Background: an optimization exercise with open tools, aiming at small area and a short achievable clock period. Do not read the settings as production practice. RTL that was checked went through simulation tests only; none was proved equivalent to the original. For run 1, only the layout was checked, not whether the RTL still works. No activity file was given, so power comes from the tool's default toggle rates.

$ cat design/flow/flow/run.sh
#!/bin/bash
# Own layout flow: the standard flow (standard.sh), with two changes:
#  - clock tree synthesis without dummy load cells (-dont_use_dummy_load),
#  - port buffers start from buf_1 instead of the flow's default choice.
# Each tool's output goes to the ORFS logs under orfs/logs/; make's own output
# goes to flow_make.log here.
set -euo pipefail
bash standard.sh \
  "CTS_ARGS=-sink_clustering_enable -repair_clock_nets -dont_use_dummy_load -sink_clustering_size 30 -buf_list {sky130_fd_sc_hd__clkbuf_4 sky130_fd_sc_hd__clkbuf_8}" \
  "BUFFER_PORTS_ARGS=-buffer_cell sky130_fd_sc_hd__buf_1" \
  finish > flow_make.log 2>&1
$ cat design/flow/standard.sh
#!/bin/bash
# synth_recipe.tcl (not shown) runs the flow's synth.tcl, then flattens the netlist and writes it again
# the make line also repeats each setting of config.mk as NAME=value (left out here)
make -C /OpenROAD-flow-scripts/flow DESIGN_CONFIG=/design/flow/config.mk WORK_HOME=/design/flow/orfs CLKGATE_MAP_FILE= SYNTH_SCRIPT=/design/flow/synth_recipe.tcl "${@:-finish}"
$ cat design/flow/config.mk
export PLATFORM = sky130hd
export DESIGN_NAME = Fir
export DESIGN_NICKNAME = Fir
export VERILOG_FILES = /design/flow/design.v
export SDC_FILE = /design/flow/constraint.sdc
export NUM_CORES = 4
export LEC_CHECK = 0
export CAP_MARGIN = 20
export CORE_MARGIN = 2
export CORE_UTILIZATION = 40
export PLACE_DENSITY = 0.8
export SETUP_SLACK_MARGIN = 4.2
export SLEW_MARGIN = 20
export SYNTH_HIERARCHICAL = 1
export SYNTH_MINIMUM_KEEP_SIZE = 0
$ cat design/flow/constraint.sdc
create_clock -name core_clock -period 10.0 [get_ports {clk}]
set_input_delay 2.0000 -clock core_clock [delete_from_list [all_inputs] [get_ports {clk}]]
set_output_delay 2.0000 -clock core_clock [all_outputs]
set_load 0.01 [all_outputs]
$ cat design/flow/design.v
module fadd(a,b,c,s,co);
input a,b,c;
output s,co;
assign s=a^b^c;
assign co=(a&b)|(a&c)|(b&c);
endmodule
module xnor2m(a,b,y);
input a,b;
output y;
assign y=~(a^b);
endmodule
module or2m(a,b,y);
input a,b;
output y;
assign y=a|b;
endmodule
module hadd(a,b,s,co);
input a,b;
output s,co;
assign s=a^b;
assign co=a&b;
endmodule
module ygp(a,b,gn,pn);
input a,b;
output gn,pn;
assign gn=~(a&b);
assign pn=~(a|b);
endmodule
module yxor(a,b,t);
input a,b;
output t;
assign t=a^b;
endmodule
module yadd(gn,pn,t,h,h1,h2,h3,y);
input [13:0]gn,pn,t;
input [3:0]h;
input h1,h2,h3;    
output [17:0]y;
wire G0_1,G0_2,P0_2,G0_3,P0_3,G0_4,P0_4,G0_5,P0_5,G0_6,P0_6,G0_7,P0_7,G0_8,P0_8,G0_9,P0_9,G0_10,P0_10,G0_11,P0_11,G0_12,P0_12,G0_13,P0_13,G1_2,G1_3,G1_4,P1_4,G1_5,P1_5,G1_6,P1_6,G1_7,P1_7,G1_8,P1_8,G1_9,P1_9,G1_10,P1_10,G1_11,P1_11,G1_12,P1_12,G1_13,P1_13,G2_4,G2_5,G2_6,G2_7,G2_8,P2_8,G2_9,P2_9,G2_10,P2_10,G2_11,P2_11,G2_12,P2_12,G2_13,P2_13,G3_8,G3_9,G3_10,G3_11,G3_12,G3_13;
assign G0_1=~gn[1]|(~pn[1]&~gn[0]);
assign G0_2=~gn[2]|(~pn[2]&~gn[1]);
assign P0_2=~pn[2]&~pn[1];
assign G0_3=~gn[3]|(~pn[3]&~gn[2]);
assign P0_3=~pn[3]&~pn[2];
assign G0_4=~gn[4]|(~pn[4]&~gn[3]);
assign P0_4=~pn[4]&~pn[3];
assign G0_5=~gn[5]|(~pn[5]&~gn[4]);
assign P0_5=~pn[5]&~pn[4];
assign G0_6=~gn[6]|(~pn[6]&~gn[5]);
assign P0_6=~pn[6]&~pn[5];
assign G0_7=~gn[7]|(~pn[7]&~gn[6]);
assign P0_7=~pn[7]&~pn[6];
assign G0_8=~gn[8]|(~pn[8]&~gn[7]);
assign P0_8=~pn[8]&~pn[7];
assign G0_9=~gn[9]|(~pn[9]&~gn[8]);
assign P0_9=~pn[9]&~pn[8];
assign G0_10=~gn[10]|(~pn[10]&~gn[9]);
assign P0_10=~pn[10]&~pn[9];
assign G0_11=~gn[11]|(~pn[11]&~gn[10]);
assign P0_11=~pn[11]&~pn[10];
assign G0_12=~gn[12]|(~pn[12]&~gn[11]);
assign P0_12=~pn[12]&~pn[11];
assign G0_13=~gn[13]|(~pn[13]&~gn[12]);
assign P0_13=~pn[13]&~pn[12];
assign G1_2=G0_2|(P0_2&~gn[0]);
assign G1_3=G0_3|(P0_3&G0_1);
assign G1_4=G0_4|(P0_4&G0_2);
assign P1_4=P0_4&P0_2;
assign G1_5=G0_5|(P0_5&G0_3);
assign P1_5=P0_5&P0_3;
assign G1_6=G0_6|(P0_6&G0_4);
assign P1_6=P0_6&P0_4;
assign G1_7=G0_7|(P0_7&G0_5);
assign P1_7=P0_7&P0_5;
assign G1_8=G0_8|(P0_8&G0_6);
assign P1_8=P0_8&P0_6;
assign G1_9=G0_9|(P0_9&G0_7);
assign P1_9=P0_9&P0_7;
assign G1_10=G0_10|(P0_10&G0_8);
assign P1_10=P0_10&P0_8;
assign G1_11=G0_11|(P0_11&G0_9);
assign P1_11=P0_11&P0_9;
assign G1_12=G0_12|(P0_12&G0_10);
assign P1_12=P0_12&P0_10;
assign G1_13=G0_13|(P0_13&G0_11);
assign P1_13=P0_13&P0_11;
assign G2_4=G1_4|(P1_4&~gn[0]);
assign G2_5=G1_5|(P1_5&G0_1);
assign G2_6=G1_6|(P1_6&G1_2);
assign G2_7=G1_7|(P1_7&G1_3);
assign G2_8=G1_8|(P1_8&G1_4);
assign P2_8=P1_8&P1_4;
assign G2_9=G1_9|(P1_9&G1_5);
assign P2_9=P1_9&P1_5;
assign G2_10=G1_10|(P1_10&G1_6);
assign P2_10=P1_10&P1_6;
assign G2_11=G1_11|(P1_11&G1_7);
assign P2_11=P1_11&P1_7;
assign G2_12=G1_12|(P1_12&G1_8);
assign P2_12=P1_12&P1_8;
assign G2_13=G1_13|(P1_13&G1_9);
assign P2_13=P1_13&P1_9;
assign G3_8=G2_8|(P2_8&~gn[0]);
assign G3_9=G2_9|(P2_9&G0_1);
assign G3_10=G2_10|(P2_10&G1_2);
assign G3_11=G2_11|(P2_11&G1_3);
assign G3_12=G2_12|(P2_12&G2_4);
assign G3_13=G2_13|(P2_13&G2_5);
assign y[0]=t[0];
assign y[1]=t[1]^~gn[0];
assign y[2]=t[2]^G0_1;
assign y[3]=t[3]^G1_2;
assign y[4]=t[4]^G1_3;
assign y[5]=t[5]^G2_4;
assign y[6]=t[6]^G2_5;
assign y[7]=t[7]^G2_6;
assign y[8]=t[8]^G2_7;
assign y[9]=t[9]^G3_8;
assign y[10]=t[10]^G3_9;
assign y[11]=t[11]^G3_10;
assign y[12]=t[12]^G3_11;
assign y[13]=t[13]^G3_12;
assign y[14]=h[0]^G3_13;
assign y[15]=h[1]^(G3_13&h1);
assign y[16]=h[2]^(G3_13&h2);
assign y[17]=h[3]^(G3_13&h3);
endmodule
module Fir(reset_n,clk,x_in,y_out);
input reset_n,clk;
input [15:0]x_in;
output [23:0]y_out;
reg [13:0]r4;
reg [17:0]r3;
reg [17:0]r2;
reg [17:0]r1;
reg c3_9;
reg c2_9;
reg c1_9;
wire zx;
wire [17:0]a3_s;
wire [18:0]a3_c;
wire [17:0]a3_r;
wire [18:0]a3_k;
wire [17:0]a2_s;
wire [18:0]a2_c;
wire [17:0]a2_r;
wire [18:0]a2_k;
wire [17:0]a1_s;
wire [18:0]a1_c;
wire [17:0]a1_r;
wire [18:0]a1_k;
wire [17:0]r1i9;
wire [13:0]yg;
wire [13:0]yp;
wire [13:0]yt;
wire [17:0]y;
wire yh1;
wire yh2;
assign zx=~(x_in[2]|x_in[1]|x_in[0]);    
fadd u1(.a(x_in[0]),.b(~x_in[3]),.c(r4[0]),.s(a3_s[0]),.co(a3_c[1]));
fadd u2(.a(x_in[1]),.b(~x_in[4]),.c(r4[1]),.s(a3_s[1]),.co(a3_c[2]));
fadd u3(.a(x_in[2]),.b(~x_in[5]),.c(r4[2]),.s(a3_s[2]),.co(a3_c[3]));
fadd u4(.a(x_in[3]),.b(~x_in[6]),.c(r4[3]),.s(a3_s[3]),.co(a3_c[4]));
fadd u5(.a(x_in[4]),.b(~x_in[7]),.c(r4[4]),.s(a3_s[4]),.co(a3_c[5]));
fadd u6(.a(x_in[5]),.b(~x_in[8]),.c(r4[5]),.s(a3_s[5]),.co(a3_c[6]));
fadd u7(.a(x_in[6]),.b(~x_in[9]),.c(r4[6]),.s(a3_s[6]),.co(a3_c[7]));
fadd u8(.a(x_in[7]),.b(~x_in[10]),.c(r4[7]),.s(a3_s[7]),.co(a3_c[8]));
fadd u9(.a(x_in[8]),.b(~x_in[11]),.c(r4[8]),.s(a3_s[8]),.co(a3_c[9]));
fadd u10(.a(x_in[9]),.b(~x_in[12]),.c(r4[9]),.s(a3_s[9]),.co(a3_c[10]));
fadd u11(.a(x_in[10]),.b(~x_in[13]),.c(r4[10]),.s(a3_s[10]),.co(a3_c[11]));
fadd u12(.a(x_in[11]),.b(~x_in[14]),.c(r4[11]),.s(a3_s[11]),.co(a3_c[12]));
fadd u13(.a(x_in[12]),.b(~x_in[15]),.c(r4[12]),.s(a3_s[12]),.co(a3_c[13]));
xnor2m u14(.a(x_in[13]),.b(r4[13]),.y(a3_s[13]));
or2m u15(.a(x_in[13]),.b(r4[13]),.y(a3_c[14]));
xnor2m u16(.a(x_in[14]),.b(a3_c[14]),.y(a3_s[14]));
or2m u17(.a(x_in[14]),.b(a3_c[14]),.y(a3_c[15]));
xnor2m u18(.a(x_in[15]),.b(a3_c[15]),.y(a3_s[15]));
or2m u19(.a(x_in[15]),.b(a3_c[15]),.y(a3_c[16]));
hadd u20(.a(a3_s[0]),.b(zx),.s(a3_r[0]),.co(a3_k[1]));
fadd u21(.a(a3_s[1]),.b(a3_c[1]),.c(a3_k[1]),.s(a3_r[1]),.co(a3_k[2]));
fadd u22(.a(a3_s[2]),.b(a3_c[2]),.c(a3_k[2]),.s(a3_r[2]),.co(a3_k[3]));
fadd u23(.a(a3_s[3]),.b(a3_c[3]),.c(a3_k[3]),.s(a3_r[3]),.co(a3_k[4]));
fadd u24(.a(a3_s[4]),.b(a3_c[4]),.c(a3_k[4]),.s(a3_r[4]),.co(a3_k[5]));
fadd u25(.a(a3_s[5]),.b(a3_c[5]),.c(a3_k[5]),.s(a3_r[5]),.co(a3_k[6]));
fadd u26(.a(a3_s[6]),.b(a3_c[6]),.c(a3_k[6]),.s(a3_r[6]),.co(a3_k[7]));
fadd u27(.a(a3_s[7]),.b(a3_c[7]),.c(a3_k[7]),.s(a3_r[7]),.co(a3_k[8]));
fadd u28(.a(a3_s[8]),.b(a3_c[8]),.c(a3_k[8]),.s(a3_r[8]),.co(a3_k[9]));
hadd u29(.a(a3_s[9]),.b(a3_c[9]),.s(a3_r[9]),.co(a3_k[10]));
fadd u30(.a(a3_s[10]),.b(a3_c[10]),.c(a3_k[10]),.s(a3_r[10]),.co(a3_k[11]));
fadd u31(.a(a3_s[11]),.b(a3_c[11]),.c(a3_k[11]),.s(a3_r[11]),.co(a3_k[12]));
fadd u32(.a(a3_s[12]),.b(a3_c[12]),.c(a3_k[12]),.s(a3_r[12]),.co(a3_k[13]));
fadd u33(.a(a3_s[13]),.b(a3_c[13]),.c(a3_k[13]),.s(a3_r[13]),.co(a3_k[14]));
hadd u34(.a(a3_s[14]),.b(a3_k[14]),.s(a3_r[14]),.co(a3_k[15]));
hadd u35(.a(a3_s[15]),.b(a3_k[15]),.s(a3_r[15]),.co(a3_k[16]));
xnor2m u36(.a(a3_c[16]),.b(a3_k[16]),.y(a3_r[16]));
or2m u37(.a(a3_c[16]),.b(a3_k[16]),.y(a3_k[17]));
assign a3_r[17]=~a3_k[17];
assign a3_k[18]=a3_k[17];
hadd u38(.a(x_in[0]),.b(r3[0]),.s(a2_r[0]),.co(a2_k[1]));
fadd u39(.a(x_in[1]),.b(r3[1]),.c(a2_k[1]),.s(a2_r[1]),.co(a2_k[2]));
fadd u40(.a(x_in[2]),.b(r3[2]),.c(a2_k[2]),.s(a2_r[2]),.co(a2_k[3]));
fadd u41(.a(x_in[3]),.b(r3[3]),.c(a2_k[3]),.s(a2_r[3]),.co(a2_k[4]));
fadd u42(.a(x_in[4]),.b(r3[4]),.c(a2_k[4]),.s(a2_r[4]),.co(a2_k[5]));
fadd u43(.a(x_in[5]),.b(r3[5]),.c(a2_k[5]),.s(a2_r[5]),.co(a2_k[6]));
fadd u44(.a(x_in[6]),.b(r3[6]),.c(a2_k[6]),.s(a2_r[6]),.co(a2_k[7]));
fadd u45(.a(x_in[7]),.b(r3[7]),.c(a2_k[7]),.s(a2_r[7]),.co(a2_k[8]));
fadd u46(.a(x_in[8]),.b(r3[8]),.c(a2_k[8]),.s(a2_r[8]),.co(a2_k[9]));
fadd u47(.a(x_in[9]),.b(r3[9]),.c(c3_9),.s(a2_r[9]),.co(a2_k[10]));
fadd u48(.a(x_in[10]),.b(r3[10]),.c(a2_k[10]),.s(a2_r[10]),.co(a2_k[11]));
fadd u49(.a(x_in[11]),.b(r3[11]),.c(a2_k[11]),.s(a2_r[11]),.co(a2_k[12]));
fadd u50(.a(x_in[12]),.b(r3[12]),.c(a2_k[12]),.s(a2_r[12]),.co(a2_k[13]));
fadd u51(.a(x_in[13]),.b(r3[13]),.c(a2_k[13]),.s(a2_r[13]),.co(a2_k[14]));
fadd u52(.a(x_in[14]),.b(r3[14]),.c(a2_k[14]),.s(a2_r[14]),.co(a2_k[15]));
fadd u53(.a(x_in[15]),.b(r3[15]),.c(a2_k[15]),.s(a2_r[15]),.co(a2_k[16]));
hadd u54(.a(r3[16]),.b(a2_k[16]),.s(a2_r[16]),.co(a2_k[17]));
hadd u55(.a(r3[17]),.b(a2_k[17]),.s(a2_r[17]),.co(a2_k[18]));
fadd u56(.a(x_in[0]),.b(~x_in[3]),.c(r2[0]),.s(a1_s[0]),.co(a1_c[1]));
fadd u57(.a(x_in[1]),.b(~x_in[4]),.c(r2[1]),.s(a1_s[1]),.co(a1_c[2]));
fadd u58(.a(x_in[2]),.b(~x_in[5]),.c(r2[2]),.s(a1_s[2]),.co(a1_c[3]));
fadd u59(.a(x_in[3]),.b(~x_in[6]),.c(r2[3]),.s(a1_s[3]),.co(a1_c[4]));
fadd u60(.a(x_in[4]),.b(~x_in[7]),.c(r2[4]),.s(a1_s[4]),.co(a1_c[5]));
fadd u61(.a(x_in[5]),.b(~x_in[8]),.c(r2[5]),.s(a1_s[5]),.co(a1_c[6]));
fadd u62(.a(x_in[6]),.b(~x_in[9]),.c(r2[6]),.s(a1_s[6]),.co(a1_c[7]));
fadd u63(.a(x_in[7]),.b(~x_in[10]),.c(r2[7]),.s(a1_s[7]),.co(a1_c[8]));
fadd u64(.a(x_in[8]),.b(~x_in[11]),.c(r2[8]),.s(a1_s[8]),.co(a1_c[9]));
fadd u65(.a(x_in[9]),.b(~x_in[12]),.c(r2[9]),.s(a1_s[9]),.co(a1_c[10]));
fadd u66(.a(x_in[10]),.b(~x_in[13]),.c(r2[10]),.s(a1_s[10]),.co(a1_c[11]));
fadd u67(.a(x_in[11]),.b(~x_in[14]),.c(r2[11]),.s(a1_s[11]),.co(a1_c[12]));
fadd u68(.a(x_in[12]),.b(~x_in[15]),.c(r2[12]),.s(a1_s[12]),.co(a1_c[13]));
xnor2m u69(.a(x_in[13]),.b(r2[13]),.y(a1_s[13]));
or2m u70(.a(x_in[13]),.b(r2[13]),.y(a1_c[14]));
xnor2m u71(.a(x_in[14]),.b(r2[14]),.y(a1_s[14]));
or2m u72(.a(x_in[14]),.b(r2[14]),.y(a1_c[15]));
xnor2m u73(.a(x_in[15]),.b(r2[15]),.y(a1_s[15]));
or2m u74(.a(x_in[15]),.b(r2[15]),.y(a1_c[16]));
xnor2m u75(.a(r2[16]),.b(a1_c[16]),.y(a1_s[16]));
or2m u76(.a(r2[16]),.b(a1_c[16]),.y(a1_c[17]));
xnor2m u77(.a(r2[17]),.b(a1_c[17]),.y(a1_s[17]));
or2m u78(.a(r2[17]),.b(a1_c[17]),.y(a1_c[18]));
hadd u79(.a(a1_s[0]),.b(zx),.s(a1_r[0]),.co(a1_k[1]));
fadd u80(.a(a1_s[1]),.b(a1_c[1]),.c(a1_k[1]),.s(a1_r[1]),.co(a1_k[2]));
fadd u81(.a(a1_s[2]),.b(a1_c[2]),.c(a1_k[2]),.s(a1_r[2]),.co(a1_k[3]));
fadd u82(.a(a1_s[3]),.b(a1_c[3]),.c(a1_k[3]),.s(a1_r[3]),.co(a1_k[4]));
fadd u83(.a(a1_s[4]),.b(a1_c[4]),.c(a1_k[4]),.s(a1_r[4]),.co(a1_k[5]));
fadd u84(.a(a1_s[5]),.b(a1_c[5]),.c(a1_k[5]),.s(a1_r[5]),.co(a1_k[6]));
fadd u85(.a(a1_s[6]),.b(a1_c[6]),.c(a1_k[6]),.s(a1_r[6]),.co(a1_k[7]));
fadd u86(.a(a1_s[7]),.b(a1_c[7]),.c(a1_k[7]),.s(a1_r[7]),.co(a1_k[8]));
fadd u87(.a(a1_s[8]),.b(a1_c[8]),.c(a1_k[8]),.s(a1_r[8]),.co(a1_k[9]));
fadd u88(.a(a1_s[9]),.b(a1_c[9]),.c(c2_9),.s(a1_r[9]),.co(a1_k[10]));
fadd u89(.a(a1_s[10]),.b(a1_c[10]),.c(a1_k[10]),.s(a1_r[10]),.co(a1_k[11]));
fadd u90(.a(a1_s[11]),.b(a1_c[11]),.c(a1_k[11]),.s(a1_r[11]),.co(a1_k[12]));
fadd u91(.a(a1_s[12]),.b(a1_c[12]),.c(a1_k[12]),.s(a1_r[12]),.co(a1_k[13]));
fadd u92(.a(a1_s[13]),.b(a1_c[13]),.c(a1_k[13]),.s(a1_r[13]),.co(a1_k[14]));
fadd u93(.a(a1_s[14]),.b(a1_c[14]),.c(a1_k[14]),.s(a1_r[14]),.co(a1_k[15]));
fadd u94(.a(a1_s[15]),.b(a1_c[15]),.c(a1_k[15]),.s(a1_r[15]),.co(a1_k[16]));
hadd u95(.a(a1_s[16]),.b(a1_k[16]),.s(a1_r[16]),.co(a1_k[17]));
hadd u96(.a(a1_s[17]),.b(a1_k[17]),.s(a1_r[17]),.co(a1_k[18]));
assign r1i9[8:0]=r1[8:0];
assign r1i9[9]=r1[9]^c1_9;
assign r1i9[10]=r1[10]^(c1_9&(&r1[9:9]));
assign r1i9[11]=r1[11]^(c1_9&(&r1[10:9]));
assign r1i9[12]=r1[12]^(c1_9&(&r1[11:9]));
assign r1i9[13]=r1[13]^(c1_9&(&r1[12:9]));
assign r1i9[14]=r1[14]^(c1_9&(&r1[13:9]));
assign r1i9[15]=r1[15]^(c1_9&(&r1[14:9]));
assign r1i9[16]=r1[16]^(c1_9&(&r1[15:9]));
assign r1i9[17]=r1[17]^(c1_9&(&r1[16:9]));
ygp u97(.a(x_in[2]),.b(r1i9[0]),.gn(yg[0]),.pn(yp[0]));
yxor u98(.a(x_in[2]),.b(r1i9[0]),.t(yt[0]));
ygp u99(.a(x_in[3]),.b(r1i9[1]),.gn(yg[1]),.pn(yp[1]));
yxor u100(.a(x_in[3]),.b(r1i9[1]),.t(yt[1]));
ygp u101(.a(x_in[4]),.b(r1i9[2]),.gn(yg[2]),.pn(yp[2]));
yxor u102(.a(x_in[4]),.b(r1i9[2]),.t(yt[2]));
ygp u103(.a(x_in[5]),.b(r1i9[3]),.gn(yg[3]),.pn(yp[3]));
yxor u104(.a(x_in[5]),.b(r1i9[3]),.t(yt[3]));
ygp u105(.a(x_in[6]),.b(r1i9[4]),.gn(yg[4]),.pn(yp[4]));
yxor u106(.a(x_in[6]),.b(r1i9[4]),.t(yt[4]));
ygp u107(.a(x_in[7]),.b(r1i9[5]),.gn(yg[5]),.pn(yp[5]));
yxor u108(.a(x_in[7]),.b(r1i9[5]),.t(yt[5]));
ygp u109(.a(x_in[8]),.b(r1i9[6]),.gn(yg[6]),.pn(yp[6]));
yxor u110(.a(x_in[8]),.b(r1i9[6]),.t(yt[6]));
ygp u111(.a(x_in[9]),.b(r1i9[7]),.gn(yg[7]),.pn(yp[7]));
yxor u112(.a(x_in[9]),.b(r1i9[7]),.t(yt[7]));
ygp u113(.a(x_in[10]),.b(r1i9[8]),.gn(yg[8]),.pn(yp[8]));
yxor u114(.a(x_in[10]),.b(r1i9[8]),.t(yt[8]));
ygp u115(.a(x_in[11]),.b(r1i9[9]),.gn(yg[9]),.pn(yp[9]));
yxor u116(.a(x_in[11]),.b(r1i9[9]),.t(yt[9]));
ygp u117(.a(x_in[12]),.b(r1i9[10]),.gn(yg[10]),.pn(yp[10]));
yxor u118(.a(x_in[12]),.b(r1i9[10]),.t(yt[10]));
ygp u119(.a(x_in[13]),.b(r1i9[11]),.gn(yg[11]),.pn(yp[11]));
yxor u120(.a(x_in[13]),.b(r1i9[11]),.t(yt[11]));
ygp u121(.a(x_in[14]),.b(r1i9[12]),.gn(yg[12]),.pn(yp[12]));
yxor u122(.a(x_in[14]),.b(r1i9[12]),.t(yt[12]));
ygp u123(.a(x_in[15]),.b(r1i9[13]),.gn(yg[13]),.pn(yp[13]));
yxor u124(.a(x_in[15]),.b(r1i9[13]),.t(yt[13]));
assign yh2=r1i9[14]&r1i9[15]&r1i9[16];
assign yh1=r1i9[14]&r1i9[15];
yadd ya(.gn(yg),.pn(yp),.t(yt),.h(r1i9[17:14]),.h1(r1i9[14]),.h2(yh1),.h3(yh2),.y(y));
always @(posedge clk or negedge reset_n)
begin
if(!reset_n)
	begin
	r4<=14'h0;
	r3<=18'h0;
	r2<=18'h0;
	r1<=18'h0;
	c3_9<=1'h0;
	c2_9<=1'h0;
	c1_9<=1'h0;
	end
else
	begin
	r4<=x_in[15:2];
	r3<={a3_r[17],a3_r[16],a3_r[15],a3_r[14],a3_r[13],a3_r[12],a3_r[11],a3_r[10],a3_r[9],a3_r[8],a3_r[7],a3_r[6],a3_r[5],a3_r[4],a3_r[3],a3_r[2],a3_r[1],a3_r[0]};
	r2<={a2_r[17],a2_r[16],a2_r[15],a2_r[14],a2_r[13],a2_r[12],a2_r[11],a2_r[10],a2_r[9],a2_r[8],a2_r[7],a2_r[6],a2_r[5],a2_r[4],a2_r[3],a2_r[2],a2_r[1],a2_r[0]};
	r1<={a1_r[17],a1_r[16],a1_r[15],a1_r[14],a1_r[13],a1_r[12],a1_r[11],a1_r[10],a1_r[9],a1_r[8],a1_r[7],a1_r[6],a1_r[5],a1_r[4],a1_r[3],a1_r[2],a1_r[1],a1_r[0]};
	c3_9<=a3_k[9];
	c2_9<=a2_k[9];
	c1_9<=a1_k[9];
	end
end
assign y_out={6'b0,y};
endmodule
==> results of run 1 <==
power groups by stage:
| stage | sequential [mW] | clock (mW) | combinational [mW] |
|---|---|---|---|
| 3_3_place_gp | 0.470 | 0 | 0.743 |
| 3_5_place_dp | 0.477 | 0 | 0.788 |
| 5_1_grt | 0.485 | 0.189 | 0.926 |
| 2_1_floorplan | 0.463 | 0 | 0.571 |
| 4_1_cts | 0.473 | 0.177 | 0.795 |
| 6_report | 0.473 | 0.171 | 0.800 |
final timing paths:
path | from | slack [ns] | end | depth (start not counted)
max | x_in[4] | 4.28 | y_out[17] | 8
min | r3[17] | 0.50 | r2[17] | 1
max reg2reg | r2[9] | 5.79 | r1[17] | 10
min reg2reg | r3[17] | 0.50 | r2[17] | 1
max in group asynchronous | reset_n | 7.57 | r1[17] | 2
min in group asynchronous | reset_n | 1.85 | r4[6] | 2
timing repair:
| item | 4_1_cts | 5_1_grt |
|---|---|---|
| buffers inserted | 0 | 1 |
| hold buffers | 0 | 0 |
| resized for setup | 14 | 24 |
| pin swaps | 0 | 2 |
| endpoints found under the setup margin | 19 | 15 |
layout by cell type, fill, tap and decap left out, types with 2 or more instances in the layout:
cell and instances:
a21boi_2 3, a21oi_2 2, a31oi_1 4, and3_1 2, buf_1 20, buf_2 5, buf_4 3, clkbuf_2 2
clkbuf_4 6, clkbuf_8 9, conb_1 6, dfrtp_1 71, fa_1 56, fa_2 12, ha_1 10, inv_1 13
inv_2 3, nand2_1 23, nand3_1 2, nor2_1 19, nor3_1 4, o21a_1 5, o21ai_0 6, o21ai_2 2
or2_1 8, xnor2_1 19, xor2_1 28
sequential cells by signal (all words and copies together) (netlist names):
signal / flops
r4: 14
r2: 18
c2_9: 1
r1: 18
c3_9: 1
c1_9: 1
r3: 18
final cells by class:
cell class	instances	area, um^2	area share
Timing Repair Buffer	37	188.9	0.03836
Multi-Input combinational cell	236	2600	0.5279
Sequential cell	71	1777	0.3608
Inverter	16	60.06	0.01220
Tap cell	140	175.2	0.03557
Clock buffer	9	123.9	0.02515
layer usage:
metal / vias to the layer above / part of all wire / track usage / wire [um]
met5: - / 0 / 0 / 0
met4: 0 / 0.016 / 0.05769 / 121
met3: 9 / 0.042 / 0.03825 / 322
met2: 49 / 0.52 / 0.2520 / 3984
met1: 1333 / 0.42 / 0.1853 / 3195
li1: 1131 / - / - / -
==> flow_summary.yaml, run 1 <==
pwr:
  total_power_mw: 1.443
  pwr-share-seq: 0.327
  p_sw_mw: 0.6148
  comb_power_share: 0.554
  p_sw_frac: 0.4260
  power.leakage_nw: 2.080
  internal_power_mw: 0.8283
  ir_drop_mv: 0.08975
  powerDensity_nw_per_um2: 293.0
  clkPwrFrac: 0.118
worst_setup_path:
  critPathBufInv: 2
  end_kind: "output pin"
  path_cells: "clkbuf_4 > nor2_1 > or4_4 > o21ai_2 > o211ai_4 > a21boi_1 > xor2_1 > buf_1"
  cp_top_family: "simple AND/OR/NAND/NOR gates"
  start_kind: "input port"
  crit_type: "in2out"
  cp.arrival_ns: 3.72
  critPathSlowestCell: "or4_4"
  path_max_fanout: 8
  cp_data_required_time_ns: 8.00
  slowest_delay_ns: 0.54
clocking:
  clk_pin_slew_ns: 0.08
  cts_buffer_depth: 2
  cts_tree: "yes"
  clock-sinks: 71
  clk-insertion-delay-late_ns: 0.36
  cts_made_buffers: 9
  htree_levels: 3
  root_buffer: "clkbuf_8"
drt:
  drtIter0Drc: 109
  drc_errors: 0
  drt-pass1-iter-count: 4
  wl_per_cell_um: 14.98
  totalWireLength_um: 7624
  vias: 2522
  ant_nets: 0
  detail_route.vias_per_cell: 4.955
floorplanning:
  start_util: 0.4080
  die_area_um2: 11860
  rows: 38
  boundaryPins: 42
  die_h_um: 108.9
  fp.dieW_um: 108.9
  fp.coreArea_um2: 10790
timing:
  finClkSkew_ns: 0.03222
  finalHoldViolations: 0
  tns_ns: 0
  tightest_slew_ns: 0.8715
  setup_viol: 0
  period_share: 0.5716
  drv_slew: 0
  relSlewSlack: 0.4190
  final.min_clock_period_ns: 5.716
  setup_ws_ns: 4.284
  max_freq_ghz: 0.1749
  whs_ns: 0.4971
  rsz0062_at_grt: "true"
global_routing:
  grt-ovfl-total: 0
  grt_pass1_vias: 2770
  grt_max_degree: 72
  grt_usage: 0.1496
  antenna_found_initial: 0
  grt_pass1_wl_um: 13250
finish:
  stdcell_count: 509
  area_growth_pct: 11.85
  layout.nets: 468
  design_area_um2: 4925
  drive_above_1_share: 0.1572
  fin_util: 0.4563
  diodes: 0
  fillers: 931
placed_design:
  io_buffers: 35
  finalWeightedCongestion: 0.8853
  place_ws_ns: 3.421
  place_area_um2: 4707
  dp.cells: 499
  detailed_place_hpwl_um: 6131
logic_synthesis:
  syn_area_um2: 4403
  ys.warnings.count: 7
  synthCells: 325
  avgSynthCellArea_um2: 13.55
status:
  status: "finished clean"
job:
  cap_viol_max_count: 0
worst_hold_path:
  min_path_type: "reg2reg"
==> run 2, diff against run 1 <==
--- a/design/flow/design.v
+++ b/design/flow/design.v
@@ -32,4 +32,39 @@
 assign t=a^b;
 endmodule
+module m_inv(a,y);
+input a;
+output y;
+assign y=~a;
+endmodule
+module m_nand2(a,b,y);
+input a,b;
+output y;
+assign y=~(a&b);
+endmodule
+module m_nor2(a,b,y);
+input a,b;
+output y;
+assign y=~(a|b);
+endmodule
+module m_a21oi(a,b,c,y);
+input a,b,c;
+output y;
+assign y=~((a&b)|c);
+endmodule
+module m_o21ai(a,b,c,y);
+input a,b,c;
+output y;
+assign y=~((a|b)&c);
+endmodule
+module m_xor2(a,b,y);
+input a,b;
+output y;
+assign y=a^b;
+endmodule
+module m_xnor2(a,b,y);
+input a,b;
+output y;
+assign y=~(a^b);
+endmodule
 module yadd(gn,pn,t,h,h1,h2,h3,y);
 input [13:0]gn,pn,t;
@@ -37,92 +72,69 @@
 input h1,h2,h3;    
 output [17:0]y;
-wire G0_1,G0_2,P0_2,G0_3,P0_3,G0_4,P0_4,G0_5,P0_5,G0_6,P0_6,G0_7,P0_7,G0_8,P0_8,G0_9,P0_9,G0_10,P0_10,G0_11,P0_11,G0_12,P0_12,G0_13,P0_13,G1_2,G1_3,G1_4,P1_4,G1_5,P1_5,G1_6,P1_6,G1_7,P1_7,G1_8,P1_8,G1_9,P1_9,G1_10,P1_10,G1_11,P1_11,G1_12,P1_12,G1_13,P1_13,G2_4,G2_5,G2_6,G2_7,G2_8,P2_8,G2_9,P2_9,G2_10,P2_10,G2_11,P2_11,G2_12,P2_12,G2_13,P2_13,G3_8,G3_9,G3_10,G3_11,G3_12,G3_13;
-assign G0_1=~gn[1]|(~pn[1]&~gn[0]);
-assign G0_2=~gn[2]|(~pn[2]&~gn[1]);
-assign P0_2=~pn[2]&~pn[1];
-assign G0_3=~gn[3]|(~pn[3]&~gn[2]);
-assign P0_3=~pn[3]&~pn[2];
-assign G0_4=~gn[4]|(~pn[4]&~gn[3]);
-assign P0_4=~pn[4]&~pn[3];
-assign G0_5=~gn[5]|(~pn[5]&~gn[4]);
-assign P0_5=~pn[5]&~pn[4];
-assign G0_6=~gn[6]|(~pn[6]&~gn[5]);
-assign P0_6=~pn[6]&~pn[5];
-assign G0_7=~gn[7]|(~pn[7]&~gn[6]);
-assign P0_7=~pn[7]&~pn[6];
-assign G0_8=~gn[8]|(~pn[8]&~gn[7]);
-assign P0_8=~pn[8]&~pn[7];
-assign G0_9=~gn[9]|(~pn[9]&~gn[8]);
-assign P0_9=~pn[9]&~pn[8];
-assign G0_10=~gn[10]|(~pn[10]&~gn[9]);
-assign P0_10=~pn[10]&~pn[9];
-assign G0_11=~gn[11]|(~pn[11]&~gn[10]);
-assign P0_11=~pn[11]&~pn[10];
-assign G0_12=~gn[12]|(~pn[12]&~gn[11]);
-assign P0_12=~pn[12]&~pn[11];
-assign G0_13=~gn[13]|(~pn[13]&~gn[12]);
-assign P0_13=~pn[13]&~pn[12];
-assign G1_2=G0_2|(P0_2&~gn[0]);
-assign G1_3=G0_3|(P0_3&G0_1);
-assign G1_4=G0_4|(P0_4&G0_2);
-assign P1_4=P0_4&P0_2;
-assign G1_5=G0_5|(P0_5&G0_3);
-assign P1_5=P0_5&P0_3;
-assign G1_6=G0_6|(P0_6&G0_4);
-assign P1_6=P0_6&P0_4;
-assign G1_7=G0_7|(P0_7&G0_5);
-assign P1_7=P0_7&P0_5;
-assign G1_8=G0_8|(P0_8&G0_6);
-assign P1_8=P0_8&P0_6;
-assign G1_9=G0_9|(P0_9&G0_7);
-assign P1_9=P0_9&P0_7;
-assign G1_10=G0_10|(P0_10&G0_8);
-assign P1_10=P0_10&P0_8;
-assign G1_11=G0_11|(P0_11&G0_9);
-assign P1_11=P0_11&P0_9;
-assign G1_12=G0_12|(P0_12&G0_10);
-assign P1_12=P0_12&P0_10;
-assign G1_13=G0_13|(P0_13&G0_11);
-assign P1_13=P0_13&P0_11;
-assign G2_4=G1_4|(P1_4&~gn[0]);
-assign G2_5=G1_5|(P1_5&G0_1);
-assign G2_6=G1_6|(P1_6&G1_2);
-assign G2_7=G1_7|(P1_7&G1_3);
-assign G2_8=G1_8|(P1_8&G1_4);
-assign P2_8=P1_8&P1_4;
-assign G2_9=G1_9|(P1_9&G1_5);
-assign P2_9=P1_9&P1_5;
-assign G2_10=G1_10|(P1_10&G1_6);
-assign P2_10=P1_10&P1_6;
-assign G2_11=G1_11|(P1_11&G1_7);
-assign P2_11=P1_11&P1_7;
-assign G2_12=G1_12|(P1_12&G1_8);
-assign P2_12=P1_12&P1_8;
-assign G2_13=G1_13|(P1_13&G1_9);
-assign P2_13=P1_13&P1_9;
-assign G3_8=G2_8|(P2_8&~gn[0]);
-assign G3_9=G2_9|(P2_9&G0_1);
-assign G3_10=G2_10|(P2_10&G1_2);
-assign G3_11=G2_11|(P2_11&G1_3);
-assign G3_12=G2_12|(P2_12&G2_4);
-assign G3_13=G2_13|(P2_13&G2_5);
+wire G0_1,G0_3,P0_3,G0_5,P0_5,G0_7,P0_7,G0_9,P0_9,G0_11,P0_11,G0_13,P0_13,G1_3,G1_5,P1_5,G1_7,P1_7,G1_9,P1_9,G1_11,P1_11,G1_13,P1_13,I_0,G2_5,G2_7,G2_9,P2_9,G2_11,P2_11,G2_13,P2_13,G3_9,I_1,G3_11,G3_13,G4_2,G4_4,I_2,G4_6,I_3,G4_8,G4_10,G4_12,c14;
+m_o21ai y1(.a(pn[1]),.b(gn[0]),.c(gn[1]),.y(G0_1));
+m_o21ai y2(.a(pn[3]),.b(gn[2]),.c(gn[3]),.y(G0_3));
+m_nor2 y3(.a(pn[3]),.b(pn[2]),.y(P0_3));
+m_o21ai y4(.a(pn[5]),.b(gn[4]),.c(gn[5]),.y(G0_5));
+m_nor2 y5(.a(pn[5]),.b(pn[4]),.y(P0_5));
+m_o21ai y6(.a(pn[7]),.b(gn[6]),.c(gn[7]),.y(G0_7));
+m_nor2 y7(.a(pn[7]),.b(pn[6]),.y(P0_7));
+m_o21ai y8(.a(pn[9]),.b(gn[8]),.c(gn[9]),.y(G0_9));
+m_nor2 y9(.a(pn[9]),.b(pn[8]),.y(P0_9));
+m_o21ai y10(.a(pn[11]),.b(gn[10]),.c(gn[11]),.y(G0_11));
+m_nor2 y11(.a(pn[11]),.b(pn[10]),.y(P0_11));
+m_o21ai y12(.a(pn[13]),.b(gn[12]),.c(gn[13]),.y(G0_13));
+m_nor2 y13(.a(pn[13]),.b(pn[12]),.y(P0_13));
+m_a21oi y14(.a(P0_3),.b(G0_1),.c(G0_3),.y(G1_3));
+m_a21oi y15(.a(P0_5),.b(G0_3),.c(G0_5),.y(G1_5));
+m_nand2 y16(.a(P0_5),.b(P0_3),.y(P1_5));
+m_a21oi y17(.a(P0_7),.b(G0_5),.c(G0_7),.y(G1_7));
+m_nand2 y18(.a(P0_7),.b(P0_5),.y(P1_7));
+m_a21oi y19(.a(P0_9),.b(G0_7),.c(G0_9),.y(G1_9));
+m_nand2 y20(.a(P0_9),.b(P0_7),.y(P1_9));
+m_a21oi y21(.a(P0_11),.b(G0_9),.c(G0_11),.y(G1_11));
+m_nand2 y22(.a(P0_11),.b(P0_9),.y(P1_11));
+m_a21oi y23(.a(P0_13),.b(G0_11),.c(G0_13),.y(G1_13));
+m_nand2 y24(.a(P0_13),.b(P0_11),.y(P1_13));
+m_inv y25(.a(G0_1),.y(I_0));
+m_o21ai y26(.a(P1_5),.b(I_0),.c(G1_5),.y(G2_5));
+m_o21ai y27(.a(P1_7),.b(G1_3),.c(G1_7),.y(G2_7));
+m_o21ai y28(.a(P1_9),.b(G1_5),.c(G1_9),.y(G2_9));
+m_nor2 y29(.a(P1_9),.b(P1_5),.y(P2_9));
+m_o21ai y30(.a(P1_11),.b(G1_7),.c(G1_11),.y(G2_11));
+m_nor2 y31(.a(P1_11),.b(P1_7),.y(P2_11));
+m_o21ai y32(.a(P1_13),.b(G1_9),.c(G1_13),.y(G2_13));
+m_nor2 y33(.a(P1_13),.b(P1_9),.y(P2_13));
+m_a21oi y34(.a(P2_9),.b(G0_1),.c(G2_9),.y(G3_9));
+m_inv y35(.a(G1_3),.y(I_1));
+m_a21oi y36(.a(P2_11),.b(I_1),.c(G2_11),.y(G3_11));
+m_a21oi y37(.a(P2_13),.b(G2_5),.c(G2_13),.y(G3_13));
+m_o21ai y38(.a(pn[2]),.b(I_0),.c(gn[2]),.y(G4_2));
+m_o21ai y39(.a(pn[4]),.b(G1_3),.c(gn[4]),.y(G4_4));
+m_inv y40(.a(G2_5),.y(I_2));
+m_o21ai y41(.a(pn[6]),.b(I_2),.c(gn[6]),.y(G4_6));
+m_inv y42(.a(G2_7),.y(I_3));
+m_o21ai y43(.a(pn[8]),.b(I_3),.c(gn[8]),.y(G4_8));
+m_o21ai y44(.a(pn[10]),.b(G3_9),.c(gn[10]),.y(G4_10));
+m_o21ai y45(.a(pn[12]),.b(G3_11),.c(gn[12]),.y(G4_12));
 assign y[0]=t[0];
-assign y[1]=t[1]^~gn[0];
-assign y[2]=t[2]^G0_1;
-assign y[3]=t[3]^G1_2;
-assign y[4]=t[4]^G1_3;
-assign y[5]=t[5]^G2_4;
-assign y[6]=t[6]^G2_5;
-assign y[7]=t[7]^G2_6;
-assign y[8]=t[8]^G2_7;
-assign y[9]=t[9]^G3_8;
-assign y[10]=t[10]^G3_9;
-assign y[11]=t[11]^G3_10;
-assign y[12]=t[12]^G3_11;
-assign y[13]=t[13]^G3_12;
-assign y[14]=h[0]^G3_13;
-assign y[15]=h[1]^(G3_13&h1);
-assign y[16]=h[2]^(G3_13&h2);
-assign y[17]=h[3]^(G3_13&h3);
+m_xnor2 y46(.a(t[1]),.b(gn[0]),.y(y[1]));
+m_xor2 y47(.a(t[2]),.b(G0_1),.y(y[2]));
+m_xor2 y48(.a(t[3]),.b(G4_2),.y(y[3]));
+m_xnor2 y49(.a(t[4]),.b(G1_3),.y(y[4]));
+m_xor2 y50(.a(t[5]),.b(G4_4),.y(y[5]));
+m_xor2 y51(.a(t[6]),.b(G2_5),.y(y[6]));
+m_xor2 y52(.a(t[7]),.b(G4_6),.y(y[7]));
+m_xor2 y53(.a(t[8]),.b(G2_7),.y(y[8]));
+m_xor2 y54(.a(t[9]),.b(G4_8),.y(y[9]));
+m_xnor2 y55(.a(t[10]),.b(G3_9),.y(y[10]));
+m_xor2 y56(.a(t[11]),.b(G4_10),.y(y[11]));
+m_xnor2 y57(.a(t[12]),.b(G3_11),.y(y[12]));
+m_xor2 y58(.a(t[13]),.b(G4_12),.y(y[13]));
+assign c14=~G3_13;
+assign y[14]=h[0]^c14;
+assign y[15]=h[1]^(c14&h1);
+assign y[16]=h[2]^(c14&h2);
+assign y[17]=h[3]^(c14&h3);
 endmodule
 module Fir(reset_n,clk,x_in,y_out);
--- a/design/flow/config.mk
+++ b/design/flow/config.mk
@@ -9,6 +9,6 @@
 export CORE_MARGIN = 2
 export CORE_UTILIZATION = 40
-export PLACE_DENSITY = 0.8
-export SETUP_SLACK_MARGIN = 4.2
+export GPL_TIMING_DRIVEN = 1
+export SETUP_SLACK_MARGIN = 4.5
 export SLEW_MARGIN = 20
 export SYNTH_HIERARCHICAL = 1
==> flow_summary.yaml, run 2 <==
timing:
  rsz0062_at_grt: "true"
  setup_ws_ns: 4.561
  max_freq_ghz: 0.1838
  finClkSkew_ns: 0.03146
  finalHoldViolations: 0
  final.min_clock_period_ns: 5.439
  setup_viol: 0
  relSlewSlack: 0.4084
  tightest_slew_ns: 0.8874
  drv_slew: 0
  period_share: 0.5439
  whs_ns: 0.4566
  tns_ns: 0
global_routing:
  grt_max_degree: 72
  grt_usage: 0.1359
  grt-ovfl-total: 0
  grt_pass1_wl_um: 11890
  grt_pass1_vias: 2446
  antenna_found_initial: 0
clocking:
  cts_made_buffers: 9
  root_buffer: "clkbuf_8"
  clock-sinks: 71
  htree_levels: 3
  cts_buffer_depth: 2
  cts_tree: "yes"
  clk_pin_slew_ns: 0.09
  clk-insertion-delay-late_ns: 0.35
placed_design:
  io_buffers: 35
  detailed_place_hpwl_um: 5370
  place_area_um2: 4649
  place_ws_ns: 3.710
  dp.cells: 488
  finalWeightedCongestion: 0.8051
pwr:
  p_sw_mw: 0.5935
  total_power_mw: 1.428
  internal_power_mw: 0.8341
  p_sw_frac: 0.4157
  pwr-share-seq: 0.329
  ir_drop_mv: 0.1500
  comb_power_share: 0.551
  clkPwrFrac: 0.120
  powerDensity_nw_per_um2: 286.8
  power.leakage_nw: 2.094
worst_setup_path:
  cp.arrival_ns: 5.64
  crit_type: "in2reg"
  rrSetupSlack_ns: 5.99
  reg2reg_from: "r2[0]"
  end_kind: "flop"
  cp_data_required_time_ns: 10.20
  reg2reg_depth: 10
  start_kind: "input port"
  r2r-end: "r1[8]"
  path_max_fanout: 4
worst_hold_path:
  min-delay-start: "r3[16]"
  min_path_type: "reg2reg"
  hold-path-cell-count: 1
  whs_endpoint: "r2[16]"
floorplanning:
  start_util: 0.4145
  fp.coreArea_um2: 10420
  die_h_um: 107.9
  fp.dieW_um: 107.9
  die_area_um2: 11640
  boundaryPins: 42
  rows: 37
finish:
  fillers: 921
  stdcell_count: 502
  final_cell_mix: "71 x dfrtp_1, 48 x fa_1, 25 x xor2_1"
  area_growth_pct: 15.27
  layout_commonest_cell: "dfrtp_1"
  biggestRegsByFlops: "r1 x18, r2 x18, r3 x18"
  fin_util: 0.4778
  drive_above_1_share: 0.2568
  diodes: 0
  design_area_um2: 4977
  layout.nets: 465
logic_synthesis:
  ys.warnings.count: 7
  synthCells: 318
  syn_area_um2: 4318
  avgSynthCellArea_um2: 13.58
drt:
  vias: 2379
  drtIter0Drc: 62
  ant_nets: 0
  totalWireLength_um: 6954
  drc_errors: 0
  drt-pass1-iter-count: 4
  wl_per_cell_um: 13.85
  detail_route.vias_per_cell: 4.739
job:
  cap_viol_max_count: 0
status:
  status: "finished clean"
## run 2: layer usage
metal  share of wire  global-route usage
met1            0.46              0.1942
met2            0.48              0.2004
met3           0.050             0.04358
met4           0.011             0.03846
met5               0                   0
## run 2: power by group through the flow
stage | Sequential, mW | Clock, mW | Combinational (mW)
after floorplan | 0.463 | 0 | 0.561
after global placement | 0.473 | 0 | 0.730
after detailed placement | 0.475 | 0 | 0.746
after CTS | 0.470 | 0.182 | 0.767
after global routing | 0.484 | 0.192 | 0.910
final | 0.470 | 0.172 | 0.786
## run 2: layout make-up
cell class | count | area, um^2 | share of cell area
Timing Repair Buffer | 41 | 262.8 | 0.05279
Clock buffer | 9 | 123.9 | 0.02489
Sequential cell | 71 | 1777 | 0.3570
Tap cell | 136 | 170.2 | 0.03419
Multi-Input combinational cell | 227 | 2574 | 0.5171
Inverter | 18 | 70.07 | 0.01408
## run 2: what timing repair did
item                                    in CTS  in global routing
endpoints found under the hold margin        0                  0
hold buffers                                 0                  0
endpoints found under the setup margin      24                 12
pin swaps                                    2                  4
setup buffers                                0                  5
resized for setup                           30                 37
## run 2: worst max path at each step
stage,startpoint,to,slack (ns),cells after the start
2_1_floorplan,x_in[3],r1[8],4.42,11
3_3_place_gp,x_in[12],r1[17],3.73,12
3_5_place_dp,x_in[4],r3[8],3.71,11
4_1_cts,x_in[10],y_out[15],4.50,9
5_1_grt,x_in[2],y_out[9],4.46,9
6_report,x_in[0],r1[8],4.56,11
## run 2: worst max-delay path, cell delays in order
cell and delay, ns:
buf_6 0.11, fa_1 0.49, ha_2 0.21, fa_2 0.34
fa_2 0.35, fa_2 0.34, fa_2 0.34, fa_2 0.35
fa_2 0.34, fa_2 0.34, fa_1 0.43
==> run 3, diff against run 2 <==
--- a/design/flow/config.mk
+++ b/design/flow/config.mk
@@ -10,5 +10,5 @@
 export CORE_UTILIZATION = 40
 export GPL_TIMING_DRIVEN = 1
-export SETUP_SLACK_MARGIN = 4.5
+export SETUP_SLACK_MARGIN = 4.3
 export SLEW_MARGIN = 20
 export SYNTH_HIERARCHICAL = 1
==> flow_summary.yaml, run 3 <==
status:
  status: "finished clean"
clocking:
  root_buffer: "clkbuf_8"
  ctsHoldBuffers: 0
  clk-insertion-delay-late_ns: 0.35
  cts_buffer_depth: 2
  htree_levels: 3
  cts_tree: "yes"
  clock-sinks: 71
  clk_pin_slew_ns: 0.08
  cts_made_buffers: 9
pwr:
  powerDensity_nw_per_um2: 286.1
  total_power_mw: 1.378
  power.leakage_nw: 2.040
  ir_drop_mv: 0.1416
finish:
  diodes: 0
  drive_above_1_share: 0.1745
  fillers: 945
  fin_util: 0.4623
  layout_commonest_cell: "dfrtp_1"
  final_cell_mix: "71 x dfrtp_1, 51 x fa_1, 25 x xor2_1"
  layout.nets: 460
  area_growth_pct: 11.53
  biggestRegsByFlops: "r1 x18, r2 x18, r3 x18"
logic_synthesis:
  synthCells: 318
  ys.warnings.count: 7
  avgSynthCellArea_um2: 13.58
  syn_area_um2: 4318
drt:
  drt-pass1-iter-count: 4
  wl_per_cell_um: 13.90
  drc_errors: 0
  detail_route.vias_per_cell: 4.700
  ant_nets: 0
  vias: 2336
  drtIter0Drc: 109
  totalWireLength_um: 6907
global_routing:
  grt_usage: 0.1396
  grt_pass1_vias: 2546
  grt_max_degree: 72
  grt-ovfl-total: 0
  grt_pass1_wl_um: 12160
  antenna_found_initial: 0
worst_setup_path:
  cp_data_required_time_ns: 8.00
  rrSetupSlack_ns: 5.88
  reg2reg_from: "r2[0]"
  cp.arrival_ns: 3.59
  crit_path_end: "y_out[15]"
  end_kind: "output pin"
  r2r-end: "r1[8]"
  cp-startpoint: "x_in[2]"
  reg2reg_depth: 10
  crit_type: "in2out"
  start_kind: "input port"
  path_max_fanout: 7
floorplanning:
  fp.coreArea_um2: 10420
  start_util: 0.4145
  die_h_um: 107.9
  die_area_um2: 11640
  fp.dieW_um: 107.9
  boundaryPins: 42
  rows: 37
timing:
  tns_ns: 0
  finClkSkew_ns: 0.03251
  drv_slew: 0
  setup_viol: 0
  period_share: 0.5585
  whs_ns: 0.4753
  tightest_slew_ns: 0.8919
  finalHoldViolations: 0
  max_freq_ghz: 0.1790
  rsz0062_at_grt: "true"
  final.min_clock_period_ns: 5.585
  relSlewSlack: 0.4054
placed_design:
  detailed_place_hpwl_um: 5512
  finalWeightedCongestion: 0.8072
  io_buffers: 35
worst_hold_path:
  min_path_type: "reg2reg"
job:
  cap_viol_max_count: 0
-- run 3: changes by cell type in the layout (fill, tap and decap cells not counted), moves of 4 or more --
cell / delta
buf_4: -10
buf_2: +8
nor2_1: +7
nor2_2: -7
o21ai_1: +6
o21ai_2: -5
buf_1: +4
clkbuf_4: -4
-- run 3: area by class of cell --
class / count / area (um^2) / area share
Multi-Input combinational cell: 227 / 2501 / 0.5194
Inverter: 18 / 67.56 / 0.01403
Clock buffer: 9 / 123.9 / 0.02572
Sequential cell: 71 / 1777 / 0.3689
Timing Repair Buffer: 36 / 176.4 / 0.03663
Tap cell: 136 / 170.2 / 0.03533
-- run 3: worst min-delay path by stage --
stage,from,end,depth (start not counted)
after floorplan,r3[0],r2[0],1
after CTS,r3[0],r2[0],1
final,r3[0],r2[0],1
after detailed placement,r3[0],r2[0],1
after global routing,r3[0],r2[0],1
after global placement,r3[0],r2[0],1
-- run 3: critical path, stage by stage --
cell and delay (ns):
buf_2 0.21, nand2_1 0.16, o21ai_4 0.23, inv_1 0.11
o21ai_2 0.25, a21oi_2 0.13, nand2b_1 0.18, xnor2_1 0.14
buf_1 0.16
-- run 3: layer usage --
metal  global-route usage  vias to the layer above  wire length [um]
met1               0.2012                     1205              3298
met2               0.2035                       44              3211
met4              0.05769                        0               141
li1                     -                     1074                 -
met5                    0                        -                 0
met3              0.03329                       13               255
-- run 3: stage by stage --
step / instances / cell area, um^2 / setup slack (ns)
2_1_floorplan: 323 / 4377 / 4.311
3_3_place_gp: 488 / 4634 / 3.615
3_5_place_dp: 488 / 4634 / 3.571
4_1_cts: 497 / 4786 / 4.296
5_1_grt: 497 / 4816 / 4.292
6_report: 497 / 4816 / 4.415
-- run 3: power breakdown --
part | switching [mW] | internal (mW)
logic | 0.414 | 0.324
registers | 0.0686 | 0.402
clock network | 0.0905 | 0.0800
total | 0.573 | 0.805
-- run 3: what timing repair did --
item	in CTS	in global routing
pin swaps	0	1
resized for setup	17	11
endpoints found under the setup margin	20	9
buffers inserted	0	0
gates cloned	0	0
==> run 4, diff against run 3 <==
--- a/design/flow/design.v
+++ b/design/flow/design.v
@@ -163,4 +163,12 @@
 wire [18:0]a1_k;
 wire [17:0]r1i9;
+wire r1i9_k10;
+wire r1i9_k11;
+wire r1i9_k12;
+wire r1i9_k13;
+wire r1i9_k14;
+wire r1i9_k15;
+wire r1i9_k16;
+wire r1i9_k17;
 wire [13:0]yg;
 wire [13:0]yp;
@@ -269,41 +277,41 @@
 hadd u96(.a(a1_s[17]),.b(a1_k[17]),.s(a1_r[17]),.co(a1_k[18]));
 assign r1i9[8:0]=r1[8:0];
-assign r1i9[9]=r1[9]^c1_9;
-assign r1i9[10]=r1[10]^(c1_9&(&r1[9:9]));
-assign r1i9[11]=r1[11]^(c1_9&(&r1[10:9]));
-assign r1i9[12]=r1[12]^(c1_9&(&r1[11:9]));
-assign r1i9[13]=r1[13]^(c1_9&(&r1[12:9]));
-assign r1i9[14]=r1[14]^(c1_9&(&r1[13:9]));
-assign r1i9[15]=r1[15]^(c1_9&(&r1[14:9]));
-assign r1i9[16]=r1[16]^(c1_9&(&r1[15:9]));
-assign r1i9[17]=r1[17]^(c1_9&(&r1[16:9]));
-ygp u97(.a(x_in[2]),.b(r1i9[0]),.gn(yg[0]),.pn(yp[0]));
-yxor u98(.a(x_in[2]),.b(r1i9[0]),.t(yt[0]));
-ygp u99(.a(x_in[3]),.b(r1i9[1]),.gn(yg[1]),.pn(yp[1]));
-yxor u100(.a(x_in[3]),.b(r1i9[1]),.t(yt[1]));
-ygp u101(.a(x_in[4]),.b(r1i9[2]),.gn(yg[2]),.pn(yp[2]));
-yxor u102(.a(x_in[4]),.b(r1i9[2]),.t(yt[2]));
-ygp u103(.a(x_in[5]),.b(r1i9[3]),.gn(yg[3]),.pn(yp[3]));
-yxor u104(.a(x_in[5]),.b(r1i9[3]),.t(yt[3]));
-ygp u105(.a(x_in[6]),.b(r1i9[4]),.gn(yg[4]),.pn(yp[4]));
-yxor u106(.a(x_in[6]),.b(r1i9[4]),.t(yt[4]));
-ygp u107(.a(x_in[7]),.b(r1i9[5]),.gn(yg[5]),.pn(yp[5]));
-yxor u108(.a(x_in[7]),.b(r1i9[5]),.t(yt[5]));
-ygp u109(.a(x_in[8]),.b(r1i9[6]),.gn(yg[6]),.pn(yp[6]));
-yxor u110(.a(x_in[8]),.b(r1i9[6]),.t(yt[6]));
-ygp u111(.a(x_in[9]),.b(r1i9[7]),.gn(yg[7]),.pn(yp[7]));
-yxor u112(.a(x_in[9]),.b(r1i9[7]),.t(yt[7]));
-ygp u113(.a(x_in[10]),.b(r1i9[8]),.gn(yg[8]),.pn(yp[8]));
-yxor u114(.a(x_in[10]),.b(r1i9[8]),.t(yt[8]));
-ygp u115(.a(x_in[11]),.b(r1i9[9]),.gn(yg[9]),.pn(yp[9]));
-yxor u116(.a(x_in[11]),.b(r1i9[9]),.t(yt[9]));
-ygp u117(.a(x_in[12]),.b(r1i9[10]),.gn(yg[10]),.pn(yp[10]));
-yxor u118(.a(x_in[12]),.b(r1i9[10]),.t(yt[10]));
-ygp u119(.a(x_in[13]),.b(r1i9[11]),.gn(yg[11]),.pn(yp[11]));
-yxor u120(.a(x_in[13]),.b(r1i9[11]),.t(yt[11]));
-ygp u121(.a(x_in[14]),.b(r1i9[12]),.gn(yg[12]),.pn(yp[12]));
-yxor u122(.a(x_in[14]),.b(r1i9[12]),.t(yt[12]));
-ygp u123(.a(x_in[15]),.b(r1i9[13]),.gn(yg[13]),.pn(yp[13]));
-yxor u124(.a(x_in[15]),.b(r1i9[13]),.t(yt[13]));
+hadd u97(.a(r1[9]),.b(c1_9),.s(r1i9[9]),.co(r1i9_k10));
+hadd u98(.a(r1[10]),.b(r1i9_k10),.s(r1i9[10]),.co(r1i9_k11));
+hadd u99(.a(r1[11]),.b(r1i9_k11),.s(r1i9[11]),.co(r1i9_k12));
+hadd u100(.a(r1[12]),.b(r1i9_k12),.s(r1i9[12]),.co(r1i9_k13));
+hadd u101(.a(r1[13]),.b(r1i9_k13),.s(r1i9[13]),.co(r1i9_k14));
+hadd u102(.a(r1[14]),.b(r1i9_k14),.s(r1i9[14]),.co(r1i9_k15));
+hadd u103(.a(r1[15]),.b(r1i9_k15),.s(r1i9[15]),.co(r1i9_k16));
+hadd u104(.a(r1[16]),.b(r1i9_k16),.s(r1i9[16]),.co(r1i9_k17));
+assign r1i9[17]=r1[17]^r1i9_k17;
+ygp u105(.a(x_in[2]),.b(r1i9[0]),.gn(yg[0]),.pn(yp[0]));
+yxor u106(.a(x_in[2]),.b(r1i9[0]),.t(yt[0]));
+ygp u107(.a(x_in[3]),.b(r1i9[1]),.gn(yg[1]),.pn(yp[1]));
+yxor u108(.a(x_in[3]),.b(r1i9[1]),.t(yt[1]));
+ygp u109(.a(x_in[4]),.b(r1i9[2]),.gn(yg[2]),.pn(yp[2]));
+yxor u110(.a(x_in[4]),.b(r1i9[2]),.t(yt[2]));
+ygp u111(.a(x_in[5]),.b(r1i9[3]),.gn(yg[3]),.pn(yp[3]));
+yxor u112(.a(x_in[5]),.b(r1i9[3]),.t(yt[3]));
+ygp u113(.a(x_in[6]),.b(r1i9[4]),.gn(yg[4]),.pn(yp[4]));
+yxor u114(.a(x_in[6]),.b(r1i9[4]),.t(yt[4]));
+ygp u115(.a(x_in[7]),.b(r1i9[5]),.gn(yg[5]),.pn(yp[5]));
+yxor u116(.a(x_in[7]),.b(r1i9[5]),.t(yt[5]));
+ygp u117(.a(x_in[8]),.b(r1i9[6]),.gn(yg[6]),.pn(yp[6]));
+yxor u118(.a(x_in[8]),.b(r1i9[6]),.t(yt[6]));
+ygp u119(.a(x_in[9]),.b(r1i9[7]),.gn(yg[7]),.pn(yp[7]));
+yxor u120(.a(x_in[9]),.b(r1i9[7]),.t(yt[7]));
+ygp u121(.a(x_in[10]),.b(r1i9[8]),.gn(yg[8]),.pn(yp[8]));
+yxor u122(.a(x_in[10]),.b(r1i9[8]),.t(yt[8]));
+ygp u123(.a(x_in[11]),.b(r1i9[9]),.gn(yg[9]),.pn(yp[9]));
+yxor u124(.a(x_in[11]),.b(r1i9[9]),.t(yt[9]));
+ygp u125(.a(x_in[12]),.b(r1i9[10]),.gn(yg[10]),.pn(yp[10]));
+yxor u126(.a(x_in[12]),.b(r1i9[10]),.t(yt[10]));
+ygp u127(.a(x_in[13]),.b(r1i9[11]),.gn(yg[11]),.pn(yp[11]));
+yxor u128(.a(x_in[13]),.b(r1i9[11]),.t(yt[11]));
+ygp u129(.a(x_in[14]),.b(r1i9[12]),.gn(yg[12]),.pn(yp[12]));
+yxor u130(.a(x_in[14]),.b(r1i9[12]),.t(yt[12]));
+ygp u131(.a(x_in[15]),.b(r1i9[13]),.gn(yg[13]),.pn(yp[13]));
+yxor u132(.a(x_in[15]),.b(r1i9[13]),.t(yt[13]));
 assign yh2=r1i9[14]&r1i9[15]&r1i9[16];
 assign yh1=r1i9[14]&r1i9[15];
==> flow_summary.yaml, run 4 <==
clocking:
  root_buffer: "clkbuf_8"
  ctsHoldBuffers: 0
  cts_buffer_depth: 2
  cts_made_buffers: 9
  clk_pin_slew_ns: 0.09
  clk-insertion-delay-late_ns: 0.34
  cts_tree: "yes"
  clock-sinks: 71
  htree_levels: 3
  cts_setup_buffers: 0
timing:
  period_share: 0.5595
  tightest_slew_ns: 0.8778
  finClkSkew_ns: 0.03318
  final.min_clock_period_ns: 5.595
  max_freq_ghz: 0.1787
  drv_slew: 0
  setup_viol: 0
  rsz0062_at_grt: "true"
  relSlewSlack: 0.4148
  finalHoldViolations: 0
  tns_ns: 0
logic_synthesis:
  syn_area_um2: 4268
  ys.warnings.count: 7
  avgSynthCellArea_um2: 13.95
  synthCells: 306
drt:
  detail_route.vias_per_cell: 4.573
  drtIter0Drc: 170
  vias: 2218
  wl_per_cell_um: 13.80
  drc_errors: 0
  totalWireLength_um: 6693
  ant_nets: 0
  drt-pass1-iter-count: 4
global_routing:
  grt_max_degree: 72
  grt-ovfl-total: 0
  grt_usage: 0.1377
  grt_pass1_vias: 2414
  antenna_found_initial: 0
  grt_pass1_wl_um: 11900
finish:
  diodes: 0
  area_growth_pct: 11.87
  final_cell_mix: "71 x dfrtp_1, 51 x fa_1, 24 x xor2_1"
  layout_commonest_cell: "dfrtp_1"
  fillers: 923
  biggestRegsByFlops: "r1 x18, r2 x18, r3 x18"
  drive_above_1_share: 0.1662
  layout.nets: 455
job:
  cap_viol_max_count: 0
pwr:
  ir_drop_mv: 0.1526
  powerDensity_nw_per_um2: 284.6
  total_power_mw: 1.359
  power.leakage_nw: 2.060
worst_hold_path:
  hold-path-cell-count: 1
  min_path_type: "reg2reg"
worst_setup_path:
  critPathMostFrequentCell: "fa_2"
  worst-path-stages: 12
  start_kind: "input port"
  path_max_fanout: 8
  critPathSlowestCell: "fa_1"
  end_kind: "flop"
  critPathBufInv: 2
  reg2reg_depth: 10
  slowest_delay_ns: 0.45
  crit_type: "in2reg"
  cp.arrival_ns: 5.80
  cp_data_required_time_ns: 10.20
  cp_top_family: "adder cells"
  path_cells: "buf_6 > inv_2 > fa_1 > ha_1 > fa_1 > fa_2 > fa_2 > fa_2 > fa_2 > fa_2 > fa_2 > fa_1"
floorplanning:
  die_h_um: 107.3
  boundaryPins: 42
  rows: 37
  die_area_um2: 11510
  start_util: 0.4134
  fp.coreArea_um2: 10320
  fp.dieW_um: 107.3
placed_design:
  finalWeightedCongestion: 0.7714
  io_buffers: 35
  detailed_place_hpwl_um: 5338
status:
  status: "finished clean"
## run 4: final cells by class
class,count,area (um^2),share of cell area
clock buffer,9,123.9,0.02594
inverter,18,67.56,0.01415
multi-input combinational,215,2455,0.5141
sequential,71,1777,0.3721
tap,136,170.2,0.03564
timing repair buffer,36,181.4,0.03800
## run 4: routing by layer
layer,part of all wire,up-vias,global-route usage
li1,-,1027,-
met1,0.46,1144,0.1953
met2,0.49,41,0.2089
met3,0.039,6,0.02906
met4,0.013,0,0.05473
met5,0,-,0
## run 4: final timing paths
kind / slack [ns] / endpoint / startpoint
worst max-delay path: 4.41 / r3[8] / x_in[3]
worst min-delay path: 0.48 / r2[0] / r3[0]
worst max register to register: 5.90 / r3[8] / r4[0]
worst min register to register: 0.48 / r2[0] / r3[0]
max in group asynchronous: 7.54 / r4[2] / reset_n
min in group asynchronous: 1.85 / r3[15] / reset_n
## run 4: repair_timing
action | 4_1_cts | 5_1_grt
resized for setup | 17 | 13
hold endpoints to repair | 0 | 0
pin swaps | 0 | 1
cloned | 0 | 0
setup endpoints to repair | 18 | 10
## run 4: where the power goes
part | total, mW | switching, mW | leakage, nW | internal [mW]
combinational | 0.733 | 0.408 | 1.16 | 0.325
sequential | 0.456 | 0.0551 | 0.833 | 0.401
clock | 0.170 | 0.0898 | 0.0647 | 0.0802
total | 1.36 | 0.553 | 2.06 | 0.806
## run 4: metrics by stage
stage / cells / hold WS (ns) / instance area [um^2] / setup WS (ns) / utilization
6_report: 485 / 0.4801 / 4775 / 4.405 / 0.4625
2_1_floorplan: 311 / 0.4430 / 4327 / 4.311 / -
5_1_grt: 485 / 0.5021 / 4775 / 4.294 / 0.4625
3_3_place_gp: 476 / 0.4463 / 4584 / 3.669 / 0.4441
3_5_place_dp: 476 / 0.4580 / 4584 / 3.550 / 0.4441
4_1_cts: 485 / 0.4841 / 4736 / 4.315 / 0.4587

[separate check: timing with driven ports]
How much do the figures lean on ideal ports? The routed layouts below were timed once more, with nothing changed but the port constraints. Step 1 sets driving cells, clkbuf_16 on the clock port and buf_2 on the other inputs (assumed; they add their load-dependent delay and slew). Step 2 also shifts input and output timing later by t, the mid clock arrival at the registers, as if the neighbouring blocks saw the same clock. Slacks: no drivers / after step 1 / after step 2; pairs: no drivers / after step 1.
run | shift t [ns] | setup WS [ns] | worst hold slack (ns) | worst setup path after step 2
run 1 | 0.370 | 4.284 / 4.259 / 3.946 | 0.497 / 0.497 / 0.497 | input to register
run 2 | 0.362 | 4.561 / 4.541 / 4.179 | 0.457 / 0.457 / 0.457 | input to register
run 3 | 0.367 | 4.415 / 4.392 / 4.048 | 0.475 / 0.475 / 0.475 | input to register
run 4 | 0.355 | 4.405 / 4.395 / 4.040 | 0.480 / 0.480 / 0.480 | input to register
After both steps every run listed still meets setup and hold. The setup slack of run 2, which loses most, moves by -0.020 ns with the drivers and by -0.382 ns with both steps.
